This is an optimization exercise on Yosys and OpenROAD, whose aim is small area, a short achievable clock period and few clock cycles per item, not a production implementation. In this exercise RTL edits were held to simulation tests only and were not proved equivalent to the original.

==> flow/design.v (outline; a module is shown in full before it is edited, if it fits) <==
// module conv33_ctrl: 34 lines
// module conv33_weight_buffer: 34 lines
// module conv33_input_buffer: 16 lines
// module conv33_calc: 1744 lines
// module conv33_fa: 4 lines
// module conv33_ha: 4 lines
// module conv33: 72 lines
module conv33 #(
    parameter                       DATA_WIDTH = 8,
    parameter                       MUL_WIDTH  = 16,
    parameter                       OUT_WIDTH  = 32
)(
    input  wire                     clk,
    input  wire                     rst,
    input  wire                     start,
    output wire                     done,
    input  wire                     input_valid_in,
    output wire                     input_ready_out,
    input  wire                     weight_valid_in,
    output wire                     weight_ready_out,
    output wire                     out_valid_out,
    input  wire                     out_ready_in,
    input  wire [DATA_WIDTH-1:0]    weight_data,
    input  wire [DATA_WIDTH-1:0]    data_in_0_0,
    input  wire [DATA_WIDTH-1:0]    data_in_0_1,
    input  wire [DATA_WIDTH-1:0]    data_in_0_2,
    input  wire [DATA_WIDTH-1:0]    data_in_1_0,
    input  wire [DATA_WIDTH-1:0]    data_in_1_1,
    input  wire [DATA_WIDTH-1:0]    data_in_1_2,
    input  wire [DATA_WIDTH-1:0]    data_in_2_0,
    input  wire [DATA_WIDTH-1:0]    data_in_2_1,
    input  wire [DATA_WIDTH-1:0]    data_in_2_2,
    output wire [OUT_WIDTH-1:0]     out_data
);
  // ...
==> flow/flow/run.sh <==
#!/bin/bash
# The standard layout (standard.sh, unchanged synthesis), except that the
# port buffers are sky130_fd_sc_hd__buf_2 instead of the delay-cell buffer
# that buffer_ports picks by default. Every port still gets its own buffer.
set -euo pipefail
bash standard.sh "BUFFER_PORTS_ARGS=-buffer_cell sky130_fd_sc_hd__buf_2" finish > standard.log 2>&1
==> flow/standard.sh <==
#!/bin/bash
# synth_recipe.tcl (not shown) runs the flow's synth.tcl, then flattens the netlist and writes it again
# the make line also repeats each setting of config.mk as NAME=value (left out here)
make -C /OpenROAD-flow-scripts/flow DESIGN_CONFIG=/design/flow/config.mk WORK_HOME=/design/flow/orfs CLKGATE_MAP_FILE= SYNTH_SCRIPT=/design/flow/synth_recipe.tcl "${@:-finish}"
==> flow/config.mk <==
export PLATFORM = sky130hd
export DESIGN_NAME = conv33
export DESIGN_NICKNAME = conv33
export VERILOG_FILES = /design/flow/design.v
export SDC_FILE = /design/flow/constraint.sdc
export NUM_CORES = 4
export LEC_CHECK = 0
export CAP_MARGIN = 20
export CORE_MARGIN = 2
export CORE_UTILIZATION = 65
export PLACE_DENSITY = 0.8
export SLEW_MARGIN = 20
export SYNTH_HIERARCHICAL = 1
==> flow/constraint.sdc <==
create_clock -name core_clock -period 12.0 [get_ports {clk}]
set_input_delay 2.4000 -clock core_clock [delete_from_list [all_inputs] [get_ports {clk}]]
set_output_delay 2.4000 -clock core_clock [all_outputs]
set_load 0.01 [all_outputs]
==> run summary, run 1 <==
inverter count 35; CTS Root Cell clkbuf_16; max-cap violations 0; Leading cell kind multi-input gates; post-cts hold buffer count 0; max_slew headroom 28.80%; Synth area leaders fa_1 (46%), edfxtp_1 (34%), nand2_1 (7.2%); Yosys top cell by area fa_1; Met1 Wirelength slightly below 20 mm; Largest stage delay, worst path 140 ps; reg-to-reg endpoint u_calc.m[13]$_DFFE_PP_; buffer depth of the longest clock path 3; slowest CP cell nand2b_1; met1 Use GR a little over two fifths; Core Util, Final approximately 70%; Hold Path Sink u_calc.w0[1]$_DFFE_PP_; share of cells above drive strength 1 about 11%; CP Depth 3; status complete, no violations; # Post-CTS Setup Buffers 0; global-route usage over all layers 32.65%; met2 Use GR 51.22%; Post-synth ARST share between 3 and 4%; Clock Skews around 50 ps; R2R depth 9; min-delay src u_weight.staged[1]$_DFFE_PP_; #MultiIn Comb 1241; die span in y between 150 and 200 microns; area of the multi-input gates roughly 0.014 sq mm; Top Usage Layer GRT met2; dpl ws 6811 ps; Req. time, crit path about 9600 ps; Final WS setup 6809 ps; R2R setup slack about 7000 ps; register bit total from synthesis 283; fraction of area in multi-input gates between 50% and 60%; register area around 0.0085 sq mm; initial antenna violation count 0; # setup viols final 0; worst hold margin about 390 ps
Testbench counts, summed over its fixed seeds: cycles 4,192, items 4,096.
==> run 2: changes to the inputs <==
==> flow/flow/run.sh (replaced) <==
#!/bin/bash
# The standard layout (standard.sh, unchanged synthesis) with two changes:
# - the port buffers are sky130_fd_sc_hd__buf_2 instead of the delay-cell
#   buffer that buffer_ports picks by default (every port still gets its own
#   buffer);
# - clock tree synthesis uses clkbuf_4 buffers and no dummy loads (the same
#   CTS command and options as the standard flow otherwise).
set -euo pipefail
bash standard.sh \
  "BUFFER_PORTS_ARGS=-buffer_cell sky130_fd_sc_hd__buf_2" \
  "CTS_ARGS=-sink_clustering_enable -repair_clock_nets -buf_list sky130_fd_sc_hd__clkbuf_4 -dont_use_dummy_load" \
  finish > standard.log 2>&1
==> run summary, run 2 <==
most used cell, CP buf_2 (unchanged); Post-layout nets 2422 (was 2378); Req. time, crit path 9600 ps (about the same); Yosys top cell by area fa_1 (unchanged); TritonRoute pass-1 iters 5 (was 6); Die Wd 195.6 microns (unchanged); Placed Cells 2152 (unchanged); max_slew headroom 28.87% (was 28.80%); max-slew violation count 0 (unchanged); Core Util, Final 68.19% (was 69.70%); syn nets 2369 (unchanged); placer congestion estimate 0.9405 (unchanged); global-route usage over all layers 32.72% (was 32.65%); clock insertion delay at the later pin of the skew report 780 ps (was 620 ps); Initial Utilization 65.67% (unchanged); CP Data Arrival Time 2790 ps (about the same); most frequent cells in the layout fa_1 (544), nand2_1 (458), edfxtp_1 (274) (unchanged); Fillers 2513 (was 2406); # Post-CTS Setup Buffers 0 (unchanged); Setup CP Type in -> out (unchanged); Area growth syn-to-layout 3.837% (was 6.138%); fin crit share 43.25% (was 43.26%); hpwl dp 47.61 mm (unchanged); I/O Pins 122 (unchanged); setup repair after global routing missed its margin false (unchanged); Met1 Wirelength 20.01 mm (was 19.83 mm); TritonCTS clock tree built (unchanged); Final Instance Area 0.02479 sq mm (was 0.02533 sq mm); top cells by instance count after synthesis fa_1 (544), nand2_1 (458), edfxtp_1 (274) (unchanged); Non-Filler Instances 2228 (was 2210); routed len/inst 25.61 microns (was 26.03 microns); biggest regs u_weight.staged (72), u_calc.m (39), u_calc.total (19) (unchanged); Min-Delay Path Class reg -> reg (unchanged); final count of hold timing violations 0 (unchanged); global-route wire length before repair 89.45 mm (was 89.85 mm); TritonCTS Buffers 75 (was 31); pin count of the biggest net entering global routing 75 (unchanged); I/O Buffers 121 (unchanged); Post-synth ARST share 3.180% (unchanged); Worst setup EP type output port (unchanged); vias per cell 6.095 (was 6.118); CTS Root Cell clkbuf_4 (was clkbuf_16); number of synthesized flops with an enable pin 274 (unchanged); DRC 0 (unchanged); Synth area leaders fa_1 (46%), edfxtp_1 (34%), nand2_1 (7.2%) (unchanged); grt ovf 0 (unchanged); library cells used by synthesis 39 (unchanged); register area share after synthesis 35.41% (unchanged); die span in y 195.6 microns (unchanged); Syn Area/Cell 13.97 sq um (unchanged); row count 70 (unchanged); register bit total from synthesis 283 (unchanged); initial antenna violation count 1 (was 0); Cells after Synth 1708 (unchanged); worst-path fanout max 3 (unchanged); max-cap violations 0 (unchanged); Cell Area, Placed 0.02422 sq mm (unchanged); Core Footprint 0.03635 sq mm (unchanged); largest register by flop count u_weight.staged (unchanged); commonest non-fill, non-tap cell in the layout fa_1 (unchanged); Total Routed Length 57.06 mm (was 57.54 mm); remaining antenna violation count 0 (unchanged); crit path launch type primary input (unchanged); Top FF cell, synth edfxtp_1 (unchanged); slowest CP cell nand2b_1 (unchanged); status complete, no violations (unchanged); Clock Skews 100.8 ps (was 48.84 ps); DR top layer met4 (unchanged); CP Cell Sequence buf_2 > nand2b_1 > buf_2 (unchanged); Yosys top cell area share 45.63% (unchanged); top-count cell post-synth fa_1 (unchanged); Yosys Warn Count 9 (unchanged); # setup viols final 0 (unchanged); fmax 192.7 MHz (was 192.6 MHz); Resized Gates After CTS 0 (unchanged); DR WL met2 26.92 mm (was 27.18 mm); share of cells above drive strength 1 12.28% (was 11.02%); Fin Setup TNS 0 ps (unchanged); H-Tree Depth 3 (was 1); synthesized area 0.02387 sq mm (unchanged); Met3 Wirelength 6.082 mm (was 6.468 mm); die area 0.03827 sq mm (unchanged); routed via count 13580 (was 13521); DRT iter0 DRCs 1387 (was 1343); buffer depth of the longest clock path 3 (unchanged); worst-margin pin slew 1067 ps (was 1068 ps); Largest register FFs 72 (unchanged); total clock sinks 283 (unchanged); post-cts hold buffer count 0 (unchanged); Largest stage delay, worst path 140 ps (about the same); number of global-route vias before repair 15637 (was 15391); Clock Pin Slew Worst Setup and Hold Paths 70 ps (was 60 ps); Tmin final 5190 ps (was 5191 ps)
-- run 2: worst paths after layout --
| path | slack (ps) | cells past startpoint | from | end |
|---|---|---|---|---|
| worst max-delay path | 6810 | 3 | out_ready_in | input_ready_out |
| worst min-delay path | 350 | 0 | u_weight.staged[7]$_DFFE_PP_ | u_calc.w0[7]$_DFFE_PP_ |
| worst max register to register | 6910 | 9 | u_calc.w0[5]$_DFFE_PP_ | u_calc.m[13]$_DFFE_PP_ |
| worst min register to register | 350 | 0 | u_weight.staged[7]$_DFFE_PP_ | u_calc.w0[7]$_DFFE_PP_ |
| max in group asynchronous | 10250 | 2 | rst | u_weight.cnt[1]$_DFFE_PP0P_ |
| min in group asynchronous | 1500 | 2 | rst | u_ctrl.res_valid_o$_DFF_PP0_ |
-- run 2: kinds of logic after synthesis --
kind of cell | synth area share [%]
adders and majority gates | 47.25
xor gates and xnor gates | 0.5504
buffers and inverters | 4.230
and+or+nand+nor | 11.31
muxes | 0.2621
DFF | 35.41
AOI/OAI and AO/OA | 0.9802
-- run 2: layout make-up --
class,count,area (sq um),share of cell area (%)
timing repair buffer,125,635.6,2.564
clock buffer,75,563.0,2.272
tap,468,585.6,2.363
multi-input combinational,1241,14410,58.16
inverter,35,131.4,0.5301
sequential,283,8453,34.11
antenna,1,2.502,0.01010
-- run 2: per-stage QoR --
step                      hold slack, ps  setup slack (ps)
final                              350.1              6810
after global routing               361.1              6765
after CTS                          341.2              6808
after detailed placement           405.4              6811
after global placement             401.5              6812
after floorplan                    400.3              4784
-- run 2: routing by layer --
layer / vias to the layer above / GRT usage [%]
li1: 5446 / -
met1: 7055 / 42.88
met2: 890 / 50.12
met3: 189 / 7.858
met4: 0 / 20.95
met5: - / 0
-- run 2: worst max-delay path, delay by kind of cell --
kind,cells,cell delay [ps]
buf+inv,2,250
simple gates,1,140
-- run 2: per-module statistics from Yosys, one instance, submodules excluded, excerpt --
module / cell area (sq um) / times used / cells inside
conv33_calc: 9731 / 1 / 972
conv33_ctrl: 172.7 / 1 / 12
conv33_fa: 20.02 / 544 / 1
conv33_ha: 12.51 / 6 / 1

port drivers added, routing unchanged:
In the flow no input, the clock included, has a driving cell. The finished layouts below were timed again as built, in two steps.
Step 1: set_driving_cell puts a clkbuf_16 on clk and a buf_2 on each other input, an assumption about the parent block.
Step 2 times the ports against the registers' clock, not the clock port: input delays grow and output delays shrink by t, the midpoint of the rising clock arrivals with the driver on.
Slacks: no drivers / after step 1 / after step 2; pairs: no drivers / after step 1.
run | shift t [ns] | setup slack, ns | worst hold slack (ns) | worst register clock-pin slew, ns
run 1 | 0.649 | 6.809 / 6.788 / 6.788 | 0.387 / 0.387 / 0.387 | 0.07 / 0.07
run 2 | 0.783 | 6.810 / 6.789 / 6.789 | 0.350 / 0.350 / 0.350 | 0.08 / 0.08
After both steps every run listed still meets setup and hold.
